This is an optimization exercise on Yosys and OpenROAD, whose aim is small area and few clock cycles, not a production implementation.
Function was checked by simulation only, so behaviour that the tests miss may differ from the original.

==> inputs of run G <==
Design cpu, start of the top module:
module cpu ( input clk,
             input reset,
             output [31:0] iaddr,
             input [31:0] idata,
             output [31:0] daddr,
             input [31:0] drdata,
             output [31:0] dwdata,
             output [3:0] dwe
           );
==> module wrdec, before the edit <==
module wrdec ( input [4:0] a, input we, output [31:1] wen, output [31:1] wn );
    genvar i;
    for (i = 1; i < 32; i = i + 1) begin : d
        assign wen[i] = we & (a == i);
        assign wn[i] = ~wen[i];
    end
endmodule
==> module tail2, before the edit <==
module tail2 ( input [9:0] t, input a1, b1, a2, b2, output y );
    assign y = ~(&t & ~((a1 & b1) | (a2 & b2)));
endmodule
==> module tail1, before the edit <==
module tail1 ( input [9:0] t, input a, b, output y );
    assign y = ~(&t & ~(a & b));
endmodule
make LEC_CHECK=0 CAP_MARGIN=20 CORE_MARGIN=2 CORE_UTILIZATION=40 CTS_CLUSTER_DIAMETER=100 CTS_CLUSTER_SIZE=20 PLACE_DENSITY=0.6 SETUP_SLACK_MARGIN=0.3 SLEW_MARGIN=20 SYNTH_HIERARCHICAL=1 finish   # period 14.0 ns
run.sh (not shown) runs the stock make flow with config.mk's settings and CLKGATE_MAP_FILE= SYNTH_SCRIPT=/design/flow/synth_recipe.tcl, a recipe that flattens the netlist after the stock synthesis.
==> inputs of run H, as changes to run G <==
--- a/flow/design.v
+++ b/flow/design.v
@@ -185,12 +185,23 @@
     assign y = (we & d) | (wn & q);
 endmodule
 module wrdec ( input [4:0] a, input we, output [31:1] wen, output [31:1] wn );
+    wire [3:0] hi;
+    wire [7:0] lo;
     genvar i;
+    for (i = 0; i < 4; i = i + 1) begin : h
+        assign hi[i] = we & (a[4:3] == i);
+    end
+    for (i = 0; i < 8; i = i + 1) begin : l
+        assign lo[i] = (a[2:0] == i);
+    end
     for (i = 1; i < 32; i = i + 1) begin : d
-        assign wen[i] = we & (a == i);
-        assign wn[i] = ~wen[i];
+        en2 e (.a(hi[i / 8]), .b(lo[i % 8]), .y(wen[i]), .yn(wn[i]));
     end
 endmodule
+module en2 ( input a, input b, output y, output yn );
+    assign yn = ~(a & b);
+    assign y = ~yn;
+endmodule
 module control ( input [31:0] idata,
                  output is_load,
                  output is_store,
==> flow/flow/run.sh (new file) <==
#!/bin/bash
# The standard layout (the standard.sh, unchanged synthesis and steps),
# with the port buffers made from buf_1 cells instead of the default cell.
set -euo pipefail
export BUFFER_PORTS_ARGS="-buffer_cell sky130_fd_sc_hd__buf_1"
bash standard.sh > flow.log 2>&1
==> flow/standard.sh (new file) <==
#!/bin/bash
# synth_recipe.tcl (not shown) runs the flow's synth.tcl, then flattens the netlist and writes it again
# the make line also repeats each setting of config.mk as NAME=value (left out here)
make -C /OpenROAD-flow-scripts/flow DESIGN_CONFIG=/design/flow/config.mk WORK_HOME=/design/flow/orfs CLKGATE_MAP_FILE= SYNTH_SCRIPT=/design/flow/synth_recipe.tcl "${@:-finish}"
Settings changed: CORE_UTILIZATION 40 to 30, SLEW_MARGIN 20 to 30.
removed: flow/run.sh
==> inputs of run F, as changes to run G <==
--- a/flow/design.v
+++ b/flow/design.v
@@ -176,21 +176,55 @@
     assign y = ~((a1 & b1) | (a2 & b2) | (a3 & b3));
 endmodule
 module tail2 ( input [9:0] t, input a1, b1, a2, b2, output y );
-    assign y = ~(&t & ~((a1 & b1) | (a2 & b2)));
+    wire n1, n2, u0, u1, u2;
+    g_nand2 m1 (.a(a1), .b(b1), .y(n1));
+    g_nand2 m2 (.a(a2), .b(b2), .y(n2));
+    g_nand4 k0 (.a(t[0]), .b(t[1]), .c(t[2]), .d(t[3]), .y(u0));
+    g_nand4 k1 (.a(t[4]), .b(t[5]), .c(t[6]), .d(t[7]), .y(u1));
+    g_nand4 k2 (.a(t[8]), .b(t[9]), .c(n1), .d(n2), .y(u2));
+    g_or3 o (.a(u0), .b(u1), .c(u2), .y(y));
 endmodule
 module tail1 ( input [9:0] t, input a, b, output y );
-    assign y = ~(&t & ~(a & b));
+    wire n1, u0, u1, u2;
+    g_nand2 m1 (.a(a), .b(b), .y(n1));
+    g_nand4 k0 (.a(t[0]), .b(t[1]), .c(t[2]), .d(t[3]), .y(u0));
+    g_nand4 k1 (.a(t[4]), .b(t[5]), .c(t[6]), .d(t[7]), .y(u1));
+    g_nand3 k2 (.a(t[8]), .b(t[9]), .c(n1), .y(u2));
+    g_or3 o (.a(u0), .b(u1), .c(u2), .y(y));
+endmodule
+module g_nand2 ( input a, b, output y );
+    assign y = ~(a & b);
+endmodule
+module g_nand3 ( input a, b, c, output y );
+    assign y = ~(a & b & c);
+endmodule
+module g_nand4 ( input a, b, c, d, output y );
+    assign y = ~(a & b & c & d);
+endmodule
+module g_or3 ( input a, b, c, output y );
+    assign y = a | b | c;
 endmodule
 module hold ( input we, input wn, input d, input q, output y );
     assign y = (we & d) | (wn & q);
 endmodule
 module wrdec ( input [4:0] a, input we, output [31:1] wen, output [31:1] wn );
+    wire [3:0] hi;
+    wire [7:0] lo;
     genvar i;
+    for (i = 0; i < 4; i = i + 1) begin : h
+        assign hi[i] = we & (a[4:3] == i);
+    end
+    for (i = 0; i < 8; i = i + 1) begin : l
+        assign lo[i] = (a[2:0] == i);
+    end
     for (i = 1; i < 32; i = i + 1) begin : d
-        assign wen[i] = we & (a == i);
-        assign wn[i] = ~wen[i];
+        en2 e (.a(hi[i / 8]), .b(lo[i % 8]), .y(wen[i]), .yn(wn[i]));
     end
 endmodule
+module en2 ( input a, input b, output y, output yn );
+    assign yn = ~(a & b);
+    assign y = ~yn;
+endmodule
 module control ( input [31:0] idata,
                  output is_load,
                  output is_store,
==> flow/flow/run.sh (new file) <==
#!/bin/bash
# The standard layout (the standard.sh, unchanged synthesis and steps),
# with the port buffers made from buf_1 cells instead of the default cell
# and clock tree synthesis with clkbuf_8 buffers and no dummy loads.
set -euo pipefail
export BUFFER_PORTS_ARGS="-buffer_cell sky130_fd_sc_hd__buf_1"
export CTS_ARGS="-sink_clustering_enable -repair_clock_nets -dont_use_dummy_load -sink_clustering_size 16 -sink_clustering_max_diameter 80 -buf_list sky130_fd_sc_hd__clkbuf_8"
bash standard.sh > flow.log 2>&1
==> flow/standard.sh (new file) <==
#!/bin/bash
# synth_recipe.tcl (not shown) runs the flow's synth.tcl, then flattens the netlist and writes it again
# the make line also repeats each setting of config.mk as NAME=value (left out here)
make -C /OpenROAD-flow-scripts/flow DESIGN_CONFIG=/design/flow/config.mk WORK_HOME=/design/flow/orfs CLKGATE_MAP_FILE= SYNTH_SCRIPT=/design/flow/synth_recipe.tcl "${@:-finish}"
Settings changed: CORE_UTILIZATION 40 to 30, SLEW_MARGIN 20 to 25.
removed: flow/run.sh
==> inputs of run E, as changes to run G <==
--- a/flow/design.v
+++ b/flow/design.v
@@ -176,21 +176,55 @@
     assign y = ~((a1 & b1) | (a2 & b2) | (a3 & b3));
 endmodule
 module tail2 ( input [9:0] t, input a1, b1, a2, b2, output y );
-    assign y = ~(&t & ~((a1 & b1) | (a2 & b2)));
+    wire n1, n2, u0, u1, u2;
+    g_nand2 m1 (.a(a1), .b(b1), .y(n1));
+    g_nand2 m2 (.a(a2), .b(b2), .y(n2));
+    g_nand4 k0 (.a(t[0]), .b(t[1]), .c(t[2]), .d(t[3]), .y(u0));
+    g_nand4 k1 (.a(t[4]), .b(t[5]), .c(t[6]), .d(t[7]), .y(u1));
+    g_nand4 k2 (.a(t[8]), .b(t[9]), .c(n1), .d(n2), .y(u2));
+    g_or3 o (.a(u0), .b(u1), .c(u2), .y(y));
 endmodule
 module tail1 ( input [9:0] t, input a, b, output y );
-    assign y = ~(&t & ~(a & b));
+    wire n1, u0, u1, u2;
+    g_nand2 m1 (.a(a), .b(b), .y(n1));
+    g_nand4 k0 (.a(t[0]), .b(t[1]), .c(t[2]), .d(t[3]), .y(u0));
+    g_nand4 k1 (.a(t[4]), .b(t[5]), .c(t[6]), .d(t[7]), .y(u1));
+    g_nand3 k2 (.a(t[8]), .b(t[9]), .c(n1), .y(u2));
+    g_or3 o (.a(u0), .b(u1), .c(u2), .y(y));
+endmodule
+module g_nand2 ( input a, b, output y );
+    assign y = ~(a & b);
+endmodule
+module g_nand3 ( input a, b, c, output y );
+    assign y = ~(a & b & c);
+endmodule
+module g_nand4 ( input a, b, c, d, output y );
+    assign y = ~(a & b & c & d);
+endmodule
+module g_or3 ( input a, b, c, output y );
+    assign y = a | b | c;
 endmodule
 module hold ( input we, input wn, input d, input q, output y );
     assign y = (we & d) | (wn & q);
 endmodule
 module wrdec ( input [4:0] a, input we, output [31:1] wen, output [31:1] wn );
+    wire [3:0] hi;
+    wire [7:0] lo;
     genvar i;
+    for (i = 0; i < 4; i = i + 1) begin : h
+        assign hi[i] = we & (a[4:3] == i);
+    end
+    for (i = 0; i < 8; i = i + 1) begin : l
+        assign lo[i] = (a[2:0] == i);
+    end
     for (i = 1; i < 32; i = i + 1) begin : d
-        assign wen[i] = we & (a == i);
-        assign wn[i] = ~wen[i];
+        en2 e (.a(hi[i / 8]), .b(lo[i % 8]), .y(wen[i]), .yn(wn[i]));
     end
 endmodule
+module en2 ( input a, input b, output y, output yn );
+    assign yn = ~(a & b);
+    assign y = ~yn;
+endmodule
 module control ( input [31:0] idata,
                  output is_load,
                  output is_store,
==> flow/flow/run.sh (new file) <==
#!/bin/bash
# The standard layout (the standard.sh, unchanged synthesis and steps),
# with the port buffers made from buf_1 cells instead of the default cell
# and clock tree synthesis with clkbuf_8 buffers and no dummy loads.
set -euo pipefail
export BUFFER_PORTS_ARGS="-buffer_cell sky130_fd_sc_hd__buf_1"
export CTS_ARGS="-sink_clustering_enable -repair_clock_nets -dont_use_dummy_load -sink_clustering_size 14 -sink_clustering_max_diameter 80 -buf_list sky130_fd_sc_hd__clkbuf_8"
bash standard.sh > flow.log 2>&1
==> flow/standard.sh (new file) <==
#!/bin/bash
# synth_recipe.tcl (not shown) runs the flow's synth.tcl, then flattens the netlist and writes it again
# the make line also repeats each setting of config.mk as NAME=value (left out here)
make -C /OpenROAD-flow-scripts/flow DESIGN_CONFIG=/design/flow/config.mk WORK_HOME=/design/flow/orfs CLKGATE_MAP_FILE= SYNTH_SCRIPT=/design/flow/synth_recipe.tcl "${@:-finish}"
Settings changed: CORE_UTILIZATION 40 to 30, SLEW_MARGIN 20 to 30.
removed: flow/run.sh
==> results.txt <==
Synthesized cell count: run G is smaller than run F (1.0%). In area after synthesis, run G and run H hardly differ. Run E went through all stages and came out clean. Run F finished clean. Run H completed without violations. Run G finished with timing, DRC and antenna clean. Die area: run G is smaller than run F (24%). Of run H and run F, run H has the higher register-to-register slack (gap 0.07 ns). Between run E and run G, the lower critical path depth is in run G (gap 13). The highest final area belongs to run G, the lowest to run F. Against run F, the worst setup slack of run H is worse by 0.36 ns. Between run E and run H, the lower clock skew is in run H (gap 0.035 ns).
Testbench counts of run G, summed over its fixed seeds: cycles 20,776.
Testbench counts of run H, summed over its fixed seeds: cycles 20,776.
Testbench counts of run F, summed over its fixed seeds: cycles 20,776.
Testbench counts of run E, summed over its fixed seeds: cycles 20,776.

-- what the ideal ports hide --
The flow's constraints put no driver on any port. The routed layouts listed below were extracted and timed again, unchanged, in two steps.
Step 1, drivers: a clkbuf_16 drives clk and a buf_2 each remaining input, both assumed.
Step 2 times the ports against the registers' clock, not the clock port: input delays grow and output delays shrink by t, the midpoint of the rising clock arrivals with the driver on.
Three values: ideal, step 1, step 2; two values: the first two.
| run | shift t [ns] | slack for setup (ns) | hold WS [ns] | latest minus earliest clock arrival (ns) | pins driven straight from the clock port |
|---|---|---|---|---|---|
| run G | 0.769 | 0.510 / 0.477 / 0.076 | 0.501 / 0.501 / 0.501 | 0.051 / 0.050 | 1 |
| run H | 0.788 | 0.580 / 0.557 / 0.160 | 0.500 / 0.500 / 0.500 | 0.035 / 0.035 | 1 |
| run F | 0.826 | 0.945 / 0.922 / 0.167 | 0.508 / 0.508 / 0.508 | 0.087 / 0.087 | 1 |
| run E | 0.858 | 0.895 / 0.886 / 0.093 | 0.503 / 0.503 / 0.503 | 0.070 / 0.070 | 1 |
After both steps every run listed still meets setup and hold. For run E, which loses most, drivers alone change the setup slack by -0.009 ns; drivers and shift together by -0.802 ns.
